Background: an optimization exercise with open tools, aiming at small area and a short achievable clock period. Do not read the settings as production practice. In this exercise RTL edits were held to simulation tests only and were not proved equivalent to the original. Power is estimated from default activity; no workload was simulated.

### flow/standard.sh
#!/bin/bash
# synth_recipe.tcl (not shown) runs the flow's synth.tcl, then flattens the netlist and writes it again
# the make line also repeats each setting of config.mk as NAME=value (left out here)
make -C /OpenROAD-flow-scripts/flow DESIGN_CONFIG=/design/flow/config.mk WORK_HOME=/design/flow/orfs CLKGATE_MAP_FILE= SYNTH_SCRIPT=/design/flow/synth_recipe.tcl "${@:-finish}"
### flow/design.v
`timescale 1ns / 1ps
module regfile (
    input clk,
    input write_ctrl,
    input [4:0] rs1,
    input [4:0] rs2,
    input [4:0] rd,
    input [63:0] data,
    output [63:0] rv1,
    output [63:0] rv2
);
  reg [63:0] registers[31:0];
  assign rv1 = registers[rs1];
  assign rv2 = registers[rs2];
  always @(posedge clk) begin
    if (write_ctrl) begin
      registers[rd] <= data;
    end
  end
endmodule
`timescale 1ns / 1ps
module alu (
    input [1:0] op,
    input [63:0] arg1n,
    input [63:0] arg2n,
    output [63:0] result
);
  wire sub = op[0];
  wire [63:0] t;    
  wire [63:0] p0;   
  wire [63:0] g0;   
  wire [63:0] k0;   
  genvar l, i;
  generate
    for (i = 0; i < 64; i = i + 1) begin : g_pg
      g_xor2 u_t (.a(arg2n[i]), .b(sub), .y(t[i]));
      g_xor2 u_p (.a(arg1n[i]), .b(t[i]), .y(p0[i]));
      g_nor2 u_g (.a(arg1n[i]), .b(t[i]), .y(g0[i]));
      g_nand2 u_k (.a(arg1n[i]), .b(t[i]), .y(k0[i]));
    end
  endgenerate
  wire [63:0] G[0:6];
  wire [63:0] P[0:6];
  alu_g00 u_g00 (.an(arg1n[0]), .bn(arg2n[0]), .sub(sub), .y(G[0][0]));
  assign G[0][63:1] = g0[63:1];
  assign P[0] = k0;
  generate
    for (l = 0; l < 6; l = l + 1) begin : g_lvl
      for (i = 0; i < 64; i = i + 1) begin : g_i
        if (i >= (1 << l)) begin : g_op
          if (l % 2 == 0) begin : g_pos
            g_aoi21 u_g (.p(P[l][i]), .gl(G[l][i-(1<<l)]), .g(G[l][i]), .y(G[l+1][i]));
            if (i >= (2 << l)) begin : g_pp
              g_nand2 u_p (.a(P[l][i]), .b(P[l][i-(1<<l)]), .y(P[l+1][i]));
            end else begin : g_pn
              assign P[l+1][i] = 1'b1;
            end
          end else begin : g_neg
            g_oai21 u_g (.pn(P[l][i]), .gln(G[l][i-(1<<l)]), .gn(G[l][i]), .y(G[l+1][i]));
            if (i >= (2 << l)) begin : g_pp
              g_nor2 u_p (.a(P[l][i]), .b(P[l][i-(1<<l)]), .y(P[l+1][i]));
            end else begin : g_pn
              assign P[l+1][i] = 1'b0;
            end
          end
        end else begin : g_pass
          g_inv u_g (.a(G[l][i]), .y(G[l+1][i]));
          assign P[l+1][i] = 1'b0;
        end
      end
    end
  endgenerate
  wire [63:0] c = {G[6][62:0], sub};
  wire [63:0] logic_r;
  alu_logic u_logic (.sel(op[0]), .an(arg1n), .bn(arg2n), .y(logic_r));
  generate
    for (i = 0; i < 64; i = i + 1) begin : g_out
      wire x0n, x1n;
      alu_pre u_pre (.p(p0[i]), .l(logic_r[i]), .arith(op[1]), .x0n(x0n), .x1n(x1n));
      g_mux2i u_o (.a(x0n), .b(x1n), .s(c[i]), .y(result[i]));
    end
  endgenerate
endmodule
module alu_logic (
    input sel,
    input [63:0] an,
    input [63:0] bn,
    output [63:0] y
);
  assign y = sel ? ~(an & bn) : ~(an | bn);
endmodule
module alu_pre (
    input p,
    input l,
    input arith,
    output x0n,
    output x1n
);
  assign x0n = ~(arith ? p : l);
  assign x1n = ~(arith ? ~p : l);
endmodule
module alu_g00 (
    input an,
    input bn,
    input sub,
    output y
);
  assign y = sub ? ~(an & ~bn) : ~(an | bn);
endmodule
module g_aoi222 (
    input a1, a2, b1, b2, c1, c2,
    output y
);
  assign y = ~((a1 & a2) | (b1 & b2) | (c1 & c2));
endmodule
module g_nand4 (
    input a, b, c, d,
    output y
);
  assign y = ~(a & b & c & d);
endmodule
module g_nand3 (
    input a, b, c,
    output y
);
  assign y = ~(a & b & c);
endmodule
module g_nand2 (
    input a, b,
    output y
);
  assign y = ~(a & b);
endmodule
module g_nor3 (
    input a, b, c,
    output y
);
  assign y = ~(a | b | c);
endmodule
module g_nor2 (
    input a, b,
    output y
);
  assign y = ~(a | b);
endmodule
module g_inv (
    input a,
    output y
);
  assign y = ~a;
endmodule
module g_xor2 (
    input a, b,
    output y
);
  assign y = a ^ b;
endmodule
module g_aoi21 (
    input p, gl, g,
    output y
);
  assign y = ~(g | (p & gl));
endmodule
module g_oai21 (
    input pn, gln, gn,
    output y
);
  assign y = ~(gn & (pn | gln));
endmodule
module g_ao21 (
    input p, gl, g,
    output y
);
  assign y = g | (p & gl);
endmodule
module g_mux2i (
    input a, b, s,
    output y
);
  assign y = ~(s ? b : a);
endmodule
module g_xor3 (
    input a, b, c,
    output y
);
  assign y = a ^ b ^ c;
endmodule
`timescale 1ns / 1ps
module datapath (
    input clk,
    input [1:0] op,
    input [4:0] rs1,
    input [4:0] rs2,
    input [4:0] rd,
    input alu_src,
    input [63:0] imm,
    input reg_write,
    output reg [63:0] result
);
  wire [63:0] rv1;
  wire [63:0] rv2;
  wire [63:0] alu_result;
  regfile regfile (
      .clk(clk),
      .write_ctrl(reg_write),
      .rs1(rs1),
      .rs2(rs2),
      .rd(rd),
      .data(alu_result),
      .rv1(rv1),
      .rv2(rv2)
  );
  alu alu (
      .op(op),
      .arg1n(~rv1),
      .arg2n(~(alu_src ? imm : rv2)),
      .result(alu_result)
  );
  always @(posedge clk) begin
    result <= alu_result;
  end
endmodule
### flow/flow/run.sh
#!/bin/bash
# Layout flow: the standard layout, with every input and output port
# buffered by a plain buffer (buf_2) instead of the delay cell that
# buffer_ports picks by default. The resizer may upsize these buffers.
set -euo pipefail
bash standard.sh 'BUFFER_PORTS_ARGS=-buffer_cell sky130_fd_sc_hd__buf_2' finish > standard_flow.log 2>&1
### flow/config.mk
export PLATFORM = sky130hd
export DESIGN_NAME = datapath
export DESIGN_NICKNAME = datapath
export VERILOG_FILES = /design/flow/design.v
export SDC_FILE = /design/flow/constraint.sdc
export NUM_CORES = 4
export LEC_CHECK = 0
export CAP_MARGIN = 20
export CORE_MARGIN = 2
export CORE_UTILIZATION = 40
export SETUP_SLACK_MARGIN = 1.5
export SLEW_MARGIN = 20
export SYNTH_HIERARCHICAL = 1
export SYNTH_MINIMUM_KEEP_SIZE = 0
### flow/constraint.sdc
create_clock -name core_clock -period 8.0 [get_ports {clk}]
set_input_delay 1.6000 -clock core_clock [delete_from_list [all_inputs] [get_ports {clk}]]
set_output_delay 1.6000 -clock core_clock [all_outputs]
set_load 0.01 [all_outputs]
==> results.txt <==
[synth_stat cells, drive strengths merged]
library cell / n
xor2: 128
nand2: 424
o221ai: 4
mux4: 1039
mux2i: 554
a22oi: 18
o41ai: 4
a21oi: 172
a211o: 4
nor4: 4
o21a: 85
and3: 4
maj3: 1
buf: 259
a32o: 38
nand2b: 4
nor2b: 19
or2: 2
o21ai: 212
clkbuf: 102
mux2: 56
a211oi: 6
edfxtp: 2048
clkinv: 1
a2111oi: 4
and2: 5
or3: 2
o22ai: 38
or3b: 3
nor2: 277
dfxtp: 64
a21o: 4
nand3: 2
a22o: 33
nand3b: 5
inv: 129
a221oi: 93
nor3: 1
a32oi: 4
[state kept, by name, indices dropped and copies added (netlist names)]
register / flops
result: 64
regfile.registers: 2048
[worst min-delay path, stage by stage]
cell     delay (ps)
buf_2           140
nand3_1         320
nor2_4          120
[cell usage in the layout, fill, tap and decap left out, drive strengths merged, types with 5 or more instances in the layout]
cell type  instances
edfxtp          2048
mux4            1039
mux2i            556
buf              452
nand2            424
clkbuf           303
nor2             277
o21ai            212
a21oi            172
inv              135
xor2             128
a221oi            93
o21a              85
clkinv            74
dfxtp             64
mux2              56
a32o              38
o22ai             38
a22o              33
bufinv            27
nor2b             19
a22oi             18
a211oi             6
nand3b             5
clkinvlp           5
and2               5
[through the flow]
stage / setup slack, ps / utilization, % / area (µm²)
after floorplan: 1960 / - / 104000
after global placement: 649 / 42.7 / 111000
after detailed placement: 581 / 42.8 / 111000
after CTS: 1510 / 45.6 / 118000
after global routing: 1550 / 45.7 / 118000
final: 1690 / 45.7 / 118000
[routing by layer]
metal,vias up,share of wire [%],global-route usage (%)
li1,25000,-,-
met1,34400,39,37.5
met2,3954,47,42.7
met3,596,9.9,4.93
met4,2,3.7,9.49
met5,-,0.0036,0
[cells by family after synthesis]
family | count (synthesis) | share of synthesized area (%)
fa+ha+maj | 1 | 0.0108
mux | 1649 | 28.4
xor+xnor | 128 | 1.08
buf+inv | 491 | 2.38
simple gates | 752 | 2.84
flops | 2112 | 60.2
compound gates | 719 | 5.08
[power breakdown]
group / switching (mW) / leakage (nW) / internal, mW / total [mW]
registers: 0.171 / 18.9 / 13.6 / 13.8
clock network: 4.49 / 3.62 / 6.14 / 10.6
logic: 3.77 / 16.4 / 1.75 / 5.52
total: 8.44 / 39.0 / 21.5 / 29.9
[Yosys stat by module (local to each module, per instance), a selection]
module	cells	flip-flops and latches	times used
alu_pre	3	0	64
datapath	199	64	1
g_xor2	1	0	128
g_aoi21	1	0	168
g_mux2i	1	0	64
g_nor2	1	0	168
alu_g00	2	0	1
regfile	4313	2048	1
g_nand2	1	0	209
g_inv	1	0	63
g_oai21	1	0	147
alu_logic	199	0	1
[worst max path at each step]
stage                start                                   to  slack (ps)  cells past startpoint
finish              rs2[2]  regfile.registers[16][42]$_DFFE_PP_        1690                     18
global placement    rs2[0]  regfile.registers[20][42]$_DFFE_PP_         650                     18
CTS                 rs2[0]  regfile.registers[11][42]$_DFFE_PP_        1510                     18
global route        rs2[2]  regfile.registers[17][46]$_DFFE_PP_        1550                     17
floorplan           rs2[0]   regfile.registers[0][63]$_DFFE_PP_        1960                     18
detailed placement  rs2[0]  regfile.registers[21][42]$_DFFE_PP_         580                     18
[cell type report]
cell class	count	area, µm²
Antenna cell	3	7.51
Clock buffer	301	6010
Clock inverter	111	1450
Fill cell	21800	141000
Inverter	130	495
Multi-Input combinational cell	3251	39700
Sequential cell	2112	62800
Tap cell	3402	4260
Timing Repair Buffer	454	3780
==> metrics.yaml <==
grt:
  antenna_found_initial: 12
  gr-total-overflow: 0
  grt_use_total_pct: 27.0
  grt_max_degree: 86
  first_global_vias: 63500
  grt_pass1_wl_um: 500000
worst_hold_path:
  min_path_cells: 3
  min_to: "regfile.registers[31][9]$_DFFE_PP_"
  hold_class: "input port to flop"
  hold_start: "rd[3]"
sta:
  whs_ps: 1440
  finClkSkew_ps: 65.5
  fmax_mhz: 158
  worst_pin_slew_ps: 1210
  setup_violations: 0
  fin_setup_tns_ps: 0
  grt_setup_unrepaired: "false"
  slew_headroom_pct: 19.2
  slew_violations: 0
  finalHoldViolations: 0
  period_minus_slack_ps: 6310
  fin_crit_sh_pct: 78.9
synth:
  ys_warn_count: 9
  avgSynthCellArea_um2: 17.8
  syn-num-nets: 5936
  yosys.area.top_type: "edfxtp_1"
  netlist.area_leader.share_pct: 59.0
  syn_inst: 5852
  syn_area_mm2: 0.104
  ys_types: 47
  synth.area.top_cells: "edfxtp_1, mux4_2, mux2i_1, nand2_1, a21oi_2"
  ys_seq_area_share_pct: 60.2
  synth-seq-cells: 2112
setup_path:
  critical_path_class: "input port to flop"
  crit_path_start_kind: "input port"
  critPathTopFamily: "buffers and inverters"
  cp.arrival_ps: 6990
  worst-path-buf-inv: 4
  cp_data_required_time_ps: 8680
  cp_max_fo: 72
  path_cells: "buf_8, buf_4, mux4_2, mux2_2, o22ai_1, a221oi_1, mux2i_1, xor2_1, nand2_1, nand2_1, nor2_1, nand2_1, nor2_1, nand2_1, o21ai_1, buf_4, mux2i_2, buf_4"
  end_kind: "flop"
  critical-path-slowest-cell: "buf_8"
  r2r-start: "regfile.registers[15][23]$_DFFE_PP_"
  r2r_setup_slack_ps: 2760
  r2r-end: "regfile.registers[29][46]$_DFFE_PP_"
  crit_top_cell: "nand2_1"
  ff2ff_path_depth: 14
  max_stage_delay_ps: 600
floorplanning:
  dieArea_mm2: 0.265
  die_w_um: 514
  rows: 187
  io_pins: 148
  die_height_um: 514
  initial_core_util_pct: 40.2
  coreArea_mm2: 0.259
layout:
  drive_above_1_share_pct: 34.0
  fin_cells: 9764
  final_nets: 6252
  area_growth_syn_to_layout_pct: 13.7
flow_run:
  max_cap_violations: 0
routing:
  drt_iter0_drc: 8987
  vias_per_cell: 6.55
  routedWlPerCell_um: 37.0
  ant_nets: 0
  drt_first_pass_iters: 7
  routed_wl_um: 361000
  vias: 64000
  drc_errors: 0
placement:
  io_buffers: 147
  dpl.cell_count: 9347
  dp_hpwl_um: 219000
  gp_congestion: 0.985
clock_network:
  post_cts_buffers: 0
  cts_root_buffer: "clkbuf_16"
  clockBufferDepth: 3
  worstSkewPairLatency_ps: 940
  cts_hold_buf: 0
  clock-sinks: 2112
  htree_num_levels: 4
  cts_buffers: 219
  clk_pin_slew_ps: 60
  cts-resized-gates: 0
  tritoncts: "done"
run_status:
  status: "complete, no violations"
pwr:
  vdd_ir_drop_max_mv: 0.200
  p_leak_nw: 39.0
  finalPower_mw: 29.9
  powerDensity_mw_per_mm2: 253

[static timing again, ports no longer ideal]
How much do the figures lean on ideal ports? The routed layout below was timed once more, with nothing changed but the port constraints.
Step 1 assumes that a clkbuf_16 drives the clock port and a buf_2 every other input.
Step 2 times the ports against the registers' clock, not the clock port: input delays grow and output delays shrink by t, the midpoint of the rising clock arrivals with the driver on.
Three values: ideal ports, drivers, drivers and shift; two values: the first two.
t (ns): 0.996
setup WS [ns]: 1.688 / 1.709 / 0.713
worst slew at a driven data input, ns: 0.09
After both steps this run still meets setup and hold. The setup slack of this run moves by +0.021 ns with the drivers and by -0.975 ns with both steps.
